This design comes from an exercise in tuning for small area and a short achievable clock period on the open sky130 flow, not from production work.
Function was checked by simulation only, so behaviour that the tests miss may differ from the original.

==> inputs of run K <==
## mul64
module mul64(clk, a, b, p);
input clk;
input [63:0] a;
input [63:0] b;
output reg [127:0] p;
reg [63:0] a_q;
reg [63:0] b_q;
wire [127:0] prod;
bit64 u_mul(.inp1(a_q), .inp2(b_q), .outp(prod));
always @(posedge clk) begin
    a_q <= a;
    b_q <= b;
    p <= prod;
end
endmodule
clock: 52.0 ns
lec_check: 0
cap_margin: 40
core_margin: 2
core_utilization: 30
place_density: 0.35
slew_margin: 40
synth_hierarchical: 1
standard.sh (not shown) runs the stock make flow with config.mk's settings and CLKGATE_MAP_FILE= SYNTH_SCRIPT=/design/flow/synth_recipe.tcl, a recipe that flattens the netlist after the stock synthesis.
==> flow/flow/run.sh <==
#!/bin/bash
# Layout flow: the standard ORFS flow (standard.sh) with ORFS's own knobs:
# - before floorplanning, flow/downsize.tcl puts every combinational cell at
#   its smallest drive strength (timing repair sizes up what needs it);
# - timing repair aims for a setup slack margin of 40.5 ns;
# - port buffers start as the smallest buffer (repair upsizes them as needed);
# - gate cloning is off.
# ORFS writes each tool's log under orfs/logs; this script's output goes to
# standard.log.
set -uo pipefail
export PRE_FLOORPLAN_TCL="$PWD/flow/downsize.tcl"
export SETUP_SLACK_MARGIN=40.5
export BUFFER_PORTS_ARGS="-buffer_cell sky130_fd_sc_hd__buf_1"
export SKIP_GATE_CLONING=1
bash standard.sh > standard.log 2>&1
==> flow/flow/downsize.tcl <==
# Before floorplanning: put every combinational cell at the smallest drive
# strength of its footprint (same function and pins); timing repair later
# sizes up the cells that need it. Registers keep the cell synthesis gave them.
set db [ord::get_db]
set smallest [dict create]
foreach lib [$db getLibs] {
  foreach m [$lib getMasters] {
    set n [$m getName]
    if {[regexp {^(sky130_fd_sc_hd__[a-z0-9]+)_(\d+)$} $n -> base drv]} {
      set a [expr {[$m getWidth] * [$m getHeight]}]
      if {![dict exists $smallest $base] || $a < [lindex [dict get $smallest $base] 1]} {
        dict set smallest $base [list $m $a]
      }
    }
  }
}
set nswap 0
foreach inst [[ord::get_db_block] getInsts] {
  set m [$inst getMaster]
  set n [$m getName]
  if {![regexp {^(sky130_fd_sc_hd__[a-z0-9]+)_(\d+)$} $n -> base drv]} continue
  if {[string match "sky130_fd_sc_hd__df*" $n] || [string match "*clk*" $n] || [string match "*conb*" $n]} continue
  if {![dict exists $smallest $base]} continue
  set sm [lindex [dict get $smallest $base] 0]
  if {$sm ne $m && [$sm getWidth] < [$m getWidth]} {
    if {[$inst swapMaster $sm]} { incr nswap }
  }
}
puts "downsize: swapped $nswap instances to their smallest size"
==> run B (differences from run K) <==
- CORE_UTILIZATION: 30 -> 35
- PLACE_DENSITY: 0.35 -> 0.42
==> notes.md <==
Between run B and run K, the lower register-to-register slack is in run K (gap 0.08 ns). Of run K and run B, run K has the higher die area (gap about 17%, measured against run B). In critical path depth, run K and run B do not differ. Between run K and run B, the lower worst hold slack is in run B (gap 0.033 ns). In synthesized cell count, run K and run B do not differ.
==> figures <==
|  | run K | run B |
|---|---|---|
| Run status | timing/DRC/antenna clean | timing/DRC/antenna clean |
| DIE AREA | 0.251 mm2 | 0.216 mm2 |
| Met3 track demand over resource | 14.6% | 19.1% |
| Antenna violations before repair | 39 | 37 |
| Tcrit/Tclk final | 22.2% | 22.1% |
| Clock Skew | 0.0333 ns | 0.0370 ns |
| Register fraction of the total cell area | 6.14% | 6.25% |
| Max Clock Freq | 0.0867 GHz | 0.0869 GHz |
| Total of cells resized after clock tree synthesis | 310 | 274 |
| Met2 wire length | 236000 um | 213000 um |
| DP HPWL | 341000 um | 320000 um |
| GRT met1 Usage | 51.1% | 54.1% |
| Post-CTS Repair Setup Buffers | 14 | 3 |
| Transition time at the pin with the least slew margin | 0.981 ns | 1.00 ns |
| Share of cells above drive strength 1 | 12.2% | 12.1% |

==> 02-02: inputs <==
mul64, a different RTL version from the one above (not shown whole).
export LEC_CHECK = 0
export CAP_MARGIN = 40
export CORE_MARGIN = 2
export CORE_UTILIZATION = 25
export PLACE_DENSITY = 0.3
export SLEW_MARGIN = 40
export SYNTH_HIERARCHICAL = 1
create_clock -name core_clock -period 52.0 [get_ports {clk}]
==> flow/flow/run.sh <==
#!/bin/bash
# Layout flow: the standard ORFS flow (standard.sh), with ORFS's own repair
# knobs set: timing repair aims for a setup slack margin, port buffers use a
# plain buffer cell, and gate cloning is off. ORFS writes each tool's log under
# orfs/logs; this script's own output goes to standard.log.
set -uo pipefail
export SETUP_SLACK_MARGIN=40.5
export BUFFER_PORTS_ARGS="-buffer_cell sky130_fd_sc_hd__buf_4"
export SKIP_GATE_CLONING=1
bash standard.sh > standard.log 2>&1
==> 10-05: changes against 02-02 <==
==> flow/flow/run.sh (replaced) <==
#!/bin/bash
# Layout flow: the standard ORFS flow (standard.sh) with ORFS's own knobs:
# - before floorplanning, flow/downsize.tcl puts every combinational cell at
#   its smallest drive strength (timing repair sizes up what needs it);
# - timing repair aims for a setup slack margin of 40.5 ns;
# - port buffers start as the smallest buffer (repair upsizes them as needed);
# - gate cloning is off.
# ORFS writes each tool's log under orfs/logs; this script's output goes to
# standard.log.
set -uo pipefail
export PRE_FLOORPLAN_TCL="$PWD/flow/downsize.tcl"
export SETUP_SLACK_MARGIN=40.5
export BUFFER_PORTS_ARGS="-buffer_cell sky130_fd_sc_hd__buf_1"
export SKIP_GATE_CLONING=1
bash standard.sh > standard.log 2>&1
==> flow/flow/downsize.tcl (new file) <==
# Before floorplanning: put every combinational cell at the smallest drive
# strength of its footprint (same function and pins); timing repair later
# sizes up the cells that need it. Registers keep the cell synthesis gave them.
set db [ord::get_db]
set smallest [dict create]
foreach lib [$db getLibs] {
  foreach m [$lib getMasters] {
    set n [$m getName]
    if {[regexp {^(sky130_fd_sc_hd__[a-z0-9]+)_(\d+)$} $n -> base drv]} {
      set a [expr {[$m getWidth] * [$m getHeight]}]
      if {![dict exists $smallest $base] || $a < [lindex [dict get $smallest $base] 1]} {
        dict set smallest $base [list $m $a]
      }
    }
  }
}
set nswap 0
foreach inst [[ord::get_db_block] getInsts] {
  set m [$inst getMaster]
  set n [$m getName]
  if {![regexp {^(sky130_fd_sc_hd__[a-z0-9]+)_(\d+)$} $n -> base drv]} continue
  if {[string match "sky130_fd_sc_hd__df*" $n] || [string match "*clk*" $n] || [string match "*conb*" $n]} continue
  if {![dict exists $smallest $base]} continue
  set sm [lindex [dict get $smallest $base] 0]
  if {$sm ne $m && [$sm getWidth] < [$m getWidth]} {
    if {[$inst swapMaster $sm]} { incr nswap }
  }
}
puts "downsize: swapped $nswap instances to their smallest size"
- CORE_UTILIZATION: 25 -> 30
- PLACE_DENSITY: 0.3 -> 0.35
==> 02-16: changes against 02-02 <==
==> flow/flow/run.sh (replaced) <==
#!/bin/bash
# Layout flow: the standard ORFS flow (standard.sh), with ORFS's own repair
# knobs set: timing repair aims for a setup slack margin of 40.5 ns, port buffers
# start as the smallest buffer (timing repair upsizes them where needed), and
# gate cloning is off. ORFS writes each tool's log under orfs/logs; this
# script's own output goes to standard.log.
set -uo pipefail
export SETUP_SLACK_MARGIN=40.5
export BUFFER_PORTS_ARGS="-buffer_cell sky130_fd_sc_hd__buf_1"
export SKIP_GATE_CLONING=1
bash standard.sh > standard.log 2>&1
- CAP_MARGIN: 40 -> 10
- CORE_UTILIZATION: 25 -> 30
- PLACE_DENSITY: 0.3 -> 0.35
- SLEW_MARGIN: 40 -> 10
==> qor summary <==
| quantity | 02-16 | 10-05 | 02-02 |
|---|---|---|---|
| Status | complete, but fails checks | finished clean | finished clean |
| Violated checks | max-capacitance violations, max-slew violations | - | - |
| Floorplan die area | 0.256 sq mm | 0.251 sq mm | 0.307 sq mm |
| Multi-input logic portion of the cell area | 0.802 | 0.798 | 0.786 |
| Met3 WL | 76.6 mm | 86.4 mm | 71.9 mm |
| Share of synthesized cell area in and, or, nand and nor gates | 0.0195 | - | 0.0195 |
| Synth Area in Adders | 0.386 | - | 0.386 |
| Sequential element share of the synthesized area | 0.0678 | - | 0.0678 |
| Detailed-route wire length per cell | 51.2 um | 53.8 um | 51.5 um |
| Clock latency on the worst-skew pair | 730 ps | 700 ps | 730 ps |
| Commonest register cell after synthesis | dfxtp_1 | - | dfxtp_1 |
| Post-cts repair resize count | 212 | 245 | 256 |
| Number of inserted diodes | 47 | 64 | 31 |
| Syn-to-layout area delta | 14.6% | - | 17.1% |
| Wire length of the first global-routing pass | 770 mm | 791 mm | 807 mm |
| Worst hold endpoint | p[127] | p[1] | p[127] |
| Die Span X | 506 um | 501 um | 554 um |
| Synth Cell Area | 0.0756 sq mm | - | 0.0756 sq mm |
| Proportion of final cell area spent on non-clock buffers | 0.0611 | 0.0655 | 0.0708 |
| Clk cell area share | 0.0159 | 0.0156 | 0.0161 |
| Met1 layer usage reported by global route | 0.504 | 0.544 | 0.462 |
| Number of vias per cell | 7.56 | 7.85 | 7.14 |
| Slew margin rel. | -0.0358 | 0.295 | 0.247 |
| Worst-Margin Slew | 1550 ps | 1060 ps | 1130 ps |
| Cell with the most instances after synthesis | o21ai_1 | - | o21ai_1 |

separate check: timing with driven ports:
Ports are ideal in the flow. The routed layouts listed here were re-timed in OpenROAD.
Step 1 (the two cells are an assumption about what drives the block):
set clk [get_ports {clk}]
set_driving_cell -lib_cell sky130_fd_sc_hd__clkbuf_16 $clk
set_driving_cell -lib_cell sky130_fd_sc_hd__buf_2 [delete_from_list [all_inputs] $clk]
Step 2 adds t to the input delays and takes it off the output delays; t is the mean of the earliest and latest rising clock arrival at the registers after step 1. Input paths then give back, and output paths get back, about the clock's delay inside the block.
a / b / c = no drivers / after step 1 / after step 2; a / b = the first two.
run | shift t [ns] | setup WS [ns] | clock arrival spread, ns | worst register clock-pin slew, ns | cell pins on the clock port's net
run K | 0.748 | 40.468 / 40.372 / 40.525 | 0.033 / 0.033 | 0.06 / 0.06 | 1
run B | 0.732 | 40.498 / 40.405 / 40.608 | 0.039 / 0.039 | 0.06 / 0.06 | 1
02-02 | 0.812 | 40.362 / 40.253 / 40.728 | 0.061 / 0.062 | 0.07 / 0.07 | 1
10-05 | 0.790 | 40.410 / 40.301 / 40.500 | 0.033 / 0.033 | 0.07 / 0.07 | 1
02-16 | 0.801 | 40.395 / 40.285 / 40.632 | 0.083 / 0.083 | 0.07 / 0.07 | 1
